From an optimization exercise on the open Yosys and OpenROAD flow, aimed at small area, a short achievable clock period and few clock cycles per item; shortcuts taken in it are not production practice.
Only simulation tests tie the RTL to the original design; equivalence was not proved.

File: flow/config.mk
export PLATFORM = sky130hd
export DESIGN_NAME = mdu_rv64
export DESIGN_NICKNAME = mdu_rv64
export VERILOG_FILES = /design/flow/design.v
export SDC_FILE = /design/flow/constraint.sdc
export NUM_CORES = 4
export LEC_CHECK = 0
export CAP_MARGIN = 20
export CORE_MARGIN = 2
export CORE_UTILIZATION = 35
export PLACE_DENSITY = 0.5
export SETUP_SLACK_MARGIN = 5
export SLEW_MARGIN = 20
File: flow/constraint.sdc
create_clock -name core_clock -period 11.0 [get_ports {clk}]
set_input_delay 2.2000 -clock core_clock [delete_from_list [all_inputs] [get_ports {clk}]]
set_output_delay 2.2000 -clock core_clock [all_outputs]
set_load 0.01 [all_outputs]
File: flow/design.v
`timescale 1ns/1ps
`default_nettype none
module mdu_rv64 #(
    parameter int XLEN = 64
)(
    input  wire                 clk,
    input  wire                 rst_n,
    input  wire                 req_valid,
    output logic                req_ready,
    input  wire [XLEN-1:0]      rs1_data,
    input  wire [XLEN-1:0]      rs2_data,
    input  wire [2:0]           funct3,
    input  wire                 is_word_op,
    output logic                resp_valid,
    output logic [XLEN-1:0]     result
);
    localparam logic [2:0] F3_MUL    = 3'b000;
    localparam logic [2:0] F3_MULH   = 3'b001;
    localparam logic [2:0] F3_MULHSU = 3'b010;
    localparam logic [2:0] F3_MULHU  = 3'b011;
    localparam logic [2:0] F3_DIV    = 3'b100;
    localparam logic [2:0] F3_DIVU   = 3'b101;
    localparam logic [2:0] F3_REM    = 3'b110;
    localparam logic [2:0] F3_REMU   = 3'b111;
    localparam int W = 70;    
    logic st_idle, st_mit, st_mext, st_pre, st_dit, st_fin;
    logic [65:0] X;      
    logic [63:0] Y;      
    logic [65:0] Z;      
    logic [6:0]  cnt;
    logic [2:0]  f_q;
    logic        w_q;
    logic        dvd_neg, dvs_neg;
    logic        one_lo, two_lo, neg_lo, one_hi, two_hi, neg_hi;
    logic        zsel_y, zinv;
    assign result = Z[63:0];
    wire is_div = f_q[2];
    wire s1 = (f_q == F3_MUL) || (f_q == F3_MULH) || (f_q == F3_MULHSU) ||
              (f_q == F3_DIV) || (f_q == F3_REM);
    wire s2 = (f_q == F3_MUL) || (f_q == F3_MULH) ||
              (f_q == F3_DIV) || (f_q == F3_REM);
    wire [63:0] xe = X[63:0];
    wire [63:0] ye = Y;
    wire        xe_neg = X[65];
    logic       ye_neg;
    wire [65:0]  A   = X;
    wire [W-1:0] Ae  = {{(W-66){A[65]}}, A};
    wire [W-1:0] A2  = {Ae[W-2:0], 1'b0};
    wire [W-1:0] m0  = ({W{one_lo}} & Ae) | ({W{two_lo}} & A2);
    wire [W-1:0] m1  = ({W{one_hi}} & Ae) | ({W{two_hi}} & A2);
    wire [W-1:0] pp0 = m0 ^ {W{neg_lo}};
    wire [W-1:0] pp1 = {m1[W-3:0], 2'b00} ^ {W{neg_hi}};
    wire [65:0]  zraw = zsel_y ? {{2{ye_neg}}, ye} : Z;
    wire [W-1:0] zop  = {{(W-66){zraw[65]}}, zraw} ^ {W{zinv}};
    wire [W-1:0] cs_s = zop ^ pp0 ^ pp1;
    wire [W-1:0] cs_c = {((zop[W-2:0] & pp0[W-2:0]) | (zop[W-2:0] & pp1[W-2:0]) |
                          (pp0[W-2:0] & pp1[W-2:0])), neg_lo};
    wire         cin  = neg_hi | zinv;
    function automatic [W-1:0] ks_add(input [W-1:0] a, input [W-1:0] b, input ci);
        reg [W-1:0] g, p, gn, pn, p0;
        integer d, i;
        begin
            p0 = a ^ b;
            g  = a & b;
            p  = p0;
            g[0] = g[0] | (p0[0] & ci);
            for (d = 1; d < W; d = d * 2) begin
                gn = g;
                pn = p;
                for (i = d; i < W; i = i + 1) begin
                    gn[i] = g[i] | (p[i] & g[i-d]);
                    pn[i] = p[i] & p[i-d];
                end
                g = gn;
                p = pn;
            end
            ks_add = p0 ^ {g[W-2:0], ci};
        end
    endfunction
    wire [W-1:0] S = ks_add(cs_s, cs_c, cin);
    function automatic [6:0] clz64(input [63:0] v);
        reg [31:0] v5;
        reg [15:0] v4;
        reg [7:0]  v3;
        reg [3:0]  v2;
        reg [1:0]  v1;
        reg [5:0]  n;
        begin
            n[5] = ~|v[63:32];  v5 = n[5] ? v[31:0]  : v[63:32];
            n[4] = ~|v5[31:16]; v4 = n[4] ? v5[15:0] : v5[31:16];
            n[3] = ~|v4[15:8];  v3 = n[3] ? v4[7:0]  : v4[15:8];
            n[2] = ~|v3[7:4];   v2 = n[2] ? v3[3:0]  : v3[7:4];
            n[1] = ~|v2[3:2];   v1 = n[1] ? v2[1:0]  : v2[3:2];
            n[0] = ~v1[1];
            clz64 = (v == 64'd0) ? 7'd64 : {1'b0, n};
        end
    endfunction
    logic [6:0] cd;      
    logic [6:0] cz;      
    logic       dvs_zero;
    wire [7:0]  sh     = {1'b0, cd} + {7'd0, ye_neg} - {1'b0, cz};    
    wire        qzero  = sh[7];
    wire [65:0] dvs_al = $signed(X) <<< sh[6:0];
    wire         qbit  = ~S[W-1];
    wire [63:0]  y_mul = {S[3:0], Y[63:4]};
    wire [63:0]  y_div = {Y[62:0], qbit};
    wire [65:0]  z_div = qbit ? S[65:0] : Z;
    wire [63:0]  rem_dvd = w_q ? {{32{Y[31]}}, Y[31:0]} : Y;    
    wire         need_neg = f_q[1] ? (s1 & dvd_neg) : (s1 & (dvd_neg ^ dvs_neg));
    wire         mulh_ext = ~w_q && (f_q == F3_MULHU) && Y[3];
    wire         wsign = (xe_neg ^ ye_neg) && (xe != 64'd0) && (ye != 64'd0);
    wire         last  = (cnt == 7'd0);
    function automatic [63:0] wfix(input [63:0] v, input w);
        wfix = w ? {{32{v[31]}}, v[31:0]} : v;
    endfunction
    wire in_pre  = funct3[2] | (is_word_op & (funct3 != F3_MUL));
    wire in_s1   = (funct3 == F3_MUL) || (funct3 == F3_MULH) || (funct3 == F3_MULHSU) ||
                   (funct3 == F3_DIV) || (funct3 == F3_REM);
    wire in_s2   = (funct3 == F3_MUL) || (funct3 == F3_MULH) ||
                   (funct3 == F3_DIV) || (funct3 == F3_REM);
    wire [63:0] in_a = is_word_op ? {{32{in_s1 & rs1_data[31]}}, rs1_data[31:0]} : rs1_data;
    wire [63:0] in_b = is_word_op ? {{32{in_s2 & rs2_data[31]}}, rs2_data[31:0]} : rs2_data;
    wire        in_yneg = in_s1 & in_a[63];
    wire        in_xneg = in_s2 & in_b[63];
    wire pre_done = ~is_div | dvs_zero | qzero;
    always_ff @(posedge clk or negedge rst_n) begin
        if (!rst_n) begin
            st_idle    <= 1'b1;
            st_mit     <= 1'b0;
            st_mext    <= 1'b0;
            st_pre     <= 1'b0;
            st_dit     <= 1'b0;
            st_fin     <= 1'b0;
            req_ready  <= 1'b1;
            resp_valid <= 1'b0;
        end else begin
            resp_valid <= 1'b0;
            if (st_idle) begin
                if (req_valid) begin
                    st_idle   <= 1'b0;
                    req_ready <= 1'b0;
                    st_pre    <= in_pre;
                    st_mit    <= ~in_pre;
                end
            end
            if (st_mit && last) begin
                st_mit <= 1'b0;
                if (mulh_ext) st_mext <= 1'b1;
                else begin
                    st_idle <= 1'b1; req_ready <= 1'b1; resp_valid <= 1'b1;
                end
            end
            if (st_mext) begin
                st_mext <= 1'b0;
                st_idle <= 1'b1; req_ready <= 1'b1; resp_valid <= 1'b1;
            end
            if (st_pre) begin
                st_pre <= 1'b0;
                if (pre_done) begin
                    st_idle <= 1'b1; req_ready <= 1'b1; resp_valid <= 1'b1;
                end else
                    st_dit <= 1'b1;
            end
            if (st_dit && last) begin
                st_dit <= 1'b0;
                if (need_neg) st_fin <= 1'b1;
                else begin
                    st_idle <= 1'b1; req_ready <= 1'b1; resp_valid <= 1'b1;
                end
            end
            if (st_fin) begin
                st_fin  <= 1'b0;
                st_idle <= 1'b1; req_ready <= 1'b1; resp_valid <= 1'b1;
            end
        end
    end
    logic [65:0] z_nx;
    logic [63:0] y_nx;
    wire  [63:0] mul_lo = wfix(w_q ? {32'd0, y_mul[63:32]} : y_mul, w_q);
    always_comb begin
        if (st_idle)
            z_nx = '0;
        else if (st_mit)
            z_nx = (last && !mulh_ext && f_q == F3_MUL) ? {2'b00, mul_lo} : S[69:4];
        else if (st_pre)
            z_nx = !is_div ? {66{wsign}} :
                   dvs_zero ? {2'b00, f_q[1] ? rem_dvd : 64'hFFFF_FFFF_FFFF_FFFF} :
                   qzero ? {2'b00, f_q[1] ? rem_dvd : 64'd0} : S[65:0];
        else if (st_dit)
            z_nx = (!last || need_neg) ? z_div
                                       : {2'b00, wfix(f_q[1] ? z_div[63:0] : y_div, w_q)};
        else if (st_mext)
            z_nx = {2'b00, S[63:0]};
        else
            z_nx = {2'b00, wfix(S[63:0], w_q)};
        if (st_idle)     y_nx = in_a;
        else if (st_mit) y_nx = y_mul;
        else if (st_pre) y_nx = '0;
        else             y_nx = y_div;
    end
    always_ff @(posedge clk) begin
        Z <= z_nx;
        Y <= y_nx;
        one_lo <= 1'b0; two_lo <= 1'b0; neg_lo <= 1'b0;
        one_hi <= 1'b0; two_hi <= 1'b0; neg_hi <= 1'b0;
        zsel_y <= 1'b0; zinv <= 1'b0;
        if (st_idle) begin
            X   <= {{2{in_xneg}}, in_b};
            ye_neg   <= in_yneg;
            cd       <= clz64(in_b ^ {64{in_xneg}});
            cz       <= clz64(in_a ^ {64{in_yneg}});
            dvs_zero <= (in_b == 64'd0);
            f_q <= funct3;
            w_q <= is_word_op;
            cnt <= is_word_op ? 7'd7 : 7'd15;
            one_lo <= rs1_data[0];
            two_lo <= rs1_data[1] & ~rs1_data[0];
            neg_lo <= rs1_data[1];
            one_hi <= rs1_data[2] ^ rs1_data[1];
            two_hi <= (rs1_data[3] & ~rs1_data[2] & ~rs1_data[1]) |
                      (~rs1_data[3] & rs1_data[2] & rs1_data[1]);
            neg_hi <= rs1_data[3] & ~(rs1_data[2] & rs1_data[1]);
            if (in_pre) begin
                one_lo <= 1'b0; two_lo <= 1'b0; neg_lo <= 1'b0;
                one_hi <= 1'b0; two_hi <= 1'b0; neg_hi <= 1'b0;
                zsel_y <= 1'b1;
                zinv   <= in_yneg;
            end
        end
        if (st_mit) begin
            cnt <= cnt - 7'd1;
            if (!last) begin
                one_lo <= Y[4] ^ Y[3];
                two_lo <= (Y[5] & ~Y[4] & ~Y[3]) | (~Y[5] & Y[4] & Y[3]);
                neg_lo <= Y[5] & ~(Y[4] & Y[3]);
                one_hi <= Y[6] ^ Y[5];
                two_hi <= (Y[7] & ~Y[6] & ~Y[5]) | (~Y[7] & Y[6] & Y[5]);
                neg_hi <= Y[7] & ~(Y[6] & Y[5]);
            end else if (mulh_ext) begin
                one_lo <= 1'b1;                           
            end
        end
        if (st_pre) begin
            dvd_neg <= ye_neg;
            dvs_neg <= xe_neg;
            X       <= dvs_al;
            cnt     <= sh[6:0];
            one_lo  <= 1'b1;
            neg_lo  <= ~xe_neg;                           
        end
        if (st_dit) begin
            X    <= $signed(X) >>> 1;
            cnt  <= cnt - 7'd1;
            if (!last) begin
                one_lo <= 1'b1;
                neg_lo <= ~dvs_neg;
            end else if (need_neg) begin
                zsel_y <= ~f_q[1];
                zinv   <= 1'b1;
            end
        end
    end
endmodule
File: flow/run.sh
#!/bin/bash
# synth_recipe.tcl (not shown) runs the flow's synth.tcl, then flattens the netlist and writes it again
# the make line also repeats each setting of config.mk as NAME=value (left out here)
make -C /OpenROAD-flow-scripts/flow DESIGN_CONFIG=/design/flow/config.mk WORK_HOME=/design/flow/orfs CLKGATE_MAP_FILE= SYNTH_SCRIPT=/design/flow/synth_recipe.tcl finish
==> results by group <==
Run status
  – Run status: no timing/DRC/antenna violations

Route
  – Drt via density: 6.596
  – DRT Pass-1 Iters: 7
  – Routed wire length: 177.4 mm
  – DR WL/cell: 30.65 um
  – Initial DRC count: 5610
  – DRC Markers: 0
  – Via count: 38175
  – Antenna Nets Post-Route: 0

Clock network
  – Total CTS buffers: 35
  – Post-CTS Hold Fix Bufs: 0
  – Clk root buf: clkbuf_16
  – Worst skew pair latency: 0.58 ns
  – CTS tree: done
  – Clock slew at reported path FFs: 0.06 ns
  – TritonCTS Sinks: 241
  – H-tree Lvls: 2
  – Clock Path Buffers: 3

STA
  – Worst-Margin Slew: 1.249 ns
  – Fin crit period: 5.912 ns
  – Final setup violation count: 0
  – Max Freq: 169.1 MHz
  – Final hold violation count: 0
  – Final worst-path cycle share: 53.75%
  – Setup TNS: 0 ns
  – Slew Viols, Final: 0
  – Unrepaired setup endpoints after global routing: true
  – Clock skew: 0.03770 ns
  – Headroom to the max-slew limit: 16.10%

Logic synthesis
  – Post-synthesis compound-gate area fraction: 32.07%
  – Async S/R FF share, synth: 3.320%
  – Synth top area share: 8.573%
  – Ys flop type: dfxtp_1
  – Net Count, Synth: 4927
  – Adder-cell share of the synthesized area: 7.566%
  – Yosys warns: 1
  – Largest family of logic cells by synthesized area: compound AO/OA/AOI/OAI gates
  – Mapped Area: 0.03327 mm^2
  – Distinct cells, synth: 88
  – Syn_area_per_cell: 7.180 um^2
  – Synth Register Bits: 241
  – Post-synth EDFFs: 95
  – Post-Synth XOR/XNOR Area: 7.607%
  – Multiplexer share of the synthesized area: 7.171%
  – Register area share after synthesis: 17.49%
  – Post-synthesis simple-gate area fraction: 19.34%
  – Cells after Synth: 4634
  – Top cells by area, synth: edfxtp_1 8.6%, dfxtp_1 8.3%, a21oi_1 6.3%
  – Leading area contributor after synthesis: edfxtp_1

Floorplanning
  – Die ar.: 0.09755 mm^2
  – Standard-cell row count: 113
  – Num ports: 201
  – Die X: 312.3 um
  – Die Span Y: 312.3 um
  – CORE AREA: 0.09459 mm^2
  – Initial Util: 35.18%

Final layout
  – Layout cells sized above 1: 8.176%
  – Area occupied by multi-input gates: 0.02519 mm^2
  – Reg area: 0.005854 mm^2
  – Filler cells: 9928
  – Commonest cells after routing, fill and taps aside: 454 x nand2_1, 416 x a21oi_1, 362 x o21ai_0
  – Layout Nets: 4784
  – P&R area growth vs syn: 13.65%
  – Most common cell after layout, fill and taps aside: nand2_1

Setup path
  – CP endpoint kind: flop
  – Worst path slowest cell: or4_4
  – Critical path fanouts, max: 29
  – Setup crit start kind: primary input
  – Worst reg2reg startpoint: zsel_y$_DFF_P_
  – Critical path destination: cd[0]$_SDFFCE_PP0P_
  – WS Path Type: primary input to flop
  – WP data arrival: 6.29 ns
  – R2R depth: 19
  – Crit-path cells: buf_12 > buf_12 > nand2b_4 > a21oi_2 > buf_8 > or4_4 > a211oi_4 > nand2_2 > buf_12 > mux2i_2 > xnor2_2 > or4_4 > a32o_2 > o211a_1 > a2111o_1 > a311oi_1
  – Worst Setup SP: is_word_op
  – Required time of the critical path: 11.38 ns
  – Crit path largest cell delay: 0.58 ns
  – Most common cell on crit path: buf_12
  – FF-to-FF End: Z[51]$_SDFF_PP0_

Job
  – Max_cap viols: 0

Global routing
  – Number of global-route vias before repair: 35356
  – Gr usage total: 34.55%
  – Largest net degree at the start of global routing: 85
  – Initial antenna violation count: 6
  – Grt total ovfl: 0
  – First-pass GRT wire length: 251.5 mm

Place
  – IO buf count: 200
  – Final GP Congestion: 1.011
  – Detailed Place HPWL: 130.0 mm

Hold path
  – Worst hold-check path type: flop to flop
==> per-layer routing <==
metal	track usage, %	wire (um)	vias to the layer above	share of wire, %
li1	-	-	16707	-
met1	46.22	71280	18385	40
met2	51.40	75200	2548	42
met3	7.638	19270	529	11
met4	19.13	11620	6	6.5
met5	0	46	-	0.026
==> registers in the layout (all words and copies together), names as in the netlist, 3 cells and up <==
name,count
X,66
Y,64
Z,66
cd,7
cnt,7
cz,7
f_q,3
==> worst max-delay path, delay by kind of cell <==
| kind | cells | cell delay, ns |
|---|---|---|
| buffers and inverters | 4 | 0.66 |
| xor gates and xnor gates | 1 | 0.18 |
| and+or+nand+nor | 4 | 1.39 |
| muxes | 1 | 0.17 |
| AOI/OAI and AO/OA | 6 | 1.67 |
==> what timing repair did <==
item | 4_1_cts | 5_1_grt
buffers inserted | 12 | 20
setup endpoints to repair | 78 | 67
resized for setup | 89 | 94
pin swaps | 3 | 18
cloned | 0 | 3
==> cell usage after synthesis, types with 72 or more instances <==
library cell  number
clkbuf_1         366
nand2_1          457
mux2i_1          181
ha_1              86
a21oi_1          419
buf_1             74
a21o_1            76
fa_1              72
inv_1            183
edfxtp_1          95
and3_1            88
o211ai_1          78
a211oi_1         128
a22oi_1          175
nor3_1           111
nor2_1           348
dfxtp_1          138
o21ai_0          378
xor2_1           218
==> cells by family (layout without fill, tap and decap cells) <==
group / Yosys count / count (layout)
compound gates: 1646 / 1646
xor+xnor: 289 / 289
mux: 223 / 223
simple gates: 1369 / 1369
buf+inv: 708 / 587
other cells: 0 / 10
flops: 241 / 241
fa+ha+maj: 158 / 158
==> area by class of cell <==
cell class,count,area share [%]
clock inverters,12,0.2382
flip-flops and latches,241,15.48
diodes,10,0.06617
multi-input cells,3685,66.62
inverters,188,1.906
clock buffers,47,2.683
well taps,1265,4.185
repair inverters,1,0.02316
repair buffers,339,8.797
==> per-stage QoR <==
| stage | setup slack, ns | utilization (%) | hold WS (ns) | instances | cell area (um^2) |
|---|---|---|---|---|---|
| after detailed placement | 2.592 | 37.73 | 0.4200 | 5684 | 35680 |
| final | 5.088 | 39.98 | 0.4265 | 5788 | 37820 |
| after floorplan | 4.974 | - | 0.4031 | 4634 | 33310 |
| after global placement | 2.668 | 37.72 | 0.4149 | 5684 | 35680 |
| after CTS | 4.958 | 39.35 | 0.4278 | 5755 | 37220 |
| after global routing | 4.968 | 39.96 | 0.4663 | 5778 | 37790 |
==> worst min path at each step <==
stage | from | to | slack, ns | cells after the start
finish | st_fin$_DFF_PN0_ | st_fin$_DFF_PN0_ | 0.43 | 1
global route | st_fin$_DFF_PN0_ | st_fin$_DFF_PN0_ | 0.47 | 1
CTS | st_fin$_DFF_PN0_ | st_fin$_DFF_PN0_ | 0.43 | 1
detailed placement | st_fin$_DFF_PN0_ | st_fin$_DFF_PN0_ | 0.42 | 1
global placement | st_fin$_DFF_PN0_ | st_fin$_DFF_PN0_ | 0.41 | 1
floorplan | st_fin$_DFF_PN0_ | st_fin$_DFF_PN0_ | 0.40 | 1
Testbench counts, summed over its fixed seeds: cycles 24,156, items 2,400.

==> port drivers added, routing unchanged <==
In the flow no input, the clock included, has a driving cell. The finished layout below was timed again as built, in two steps.
Step 1 sets driving cells, clkbuf_16 on the clock port and buf_2 on the other inputs (assumed; they add their load-dependent delay and slew).
Step 2 moves the port delays by t, midway between the first and last clock arrival at a register: inputs arrive t later, outputs are due t later. That takes back most of the time a late clock gives input paths.
Three values: ideal ports, drivers, drivers and shift; two values: the first two.
shift t [ns]: 0.631
setup WS [ns]: 5.088 / 5.092 / 4.461
worst setup path after step 2: input to register
pins driven straight from the clock port: 1
After both steps setup and hold are still met in this run. The setup slack of this run moves by +0.004 ns with the drivers and by -0.627 ns with both steps.
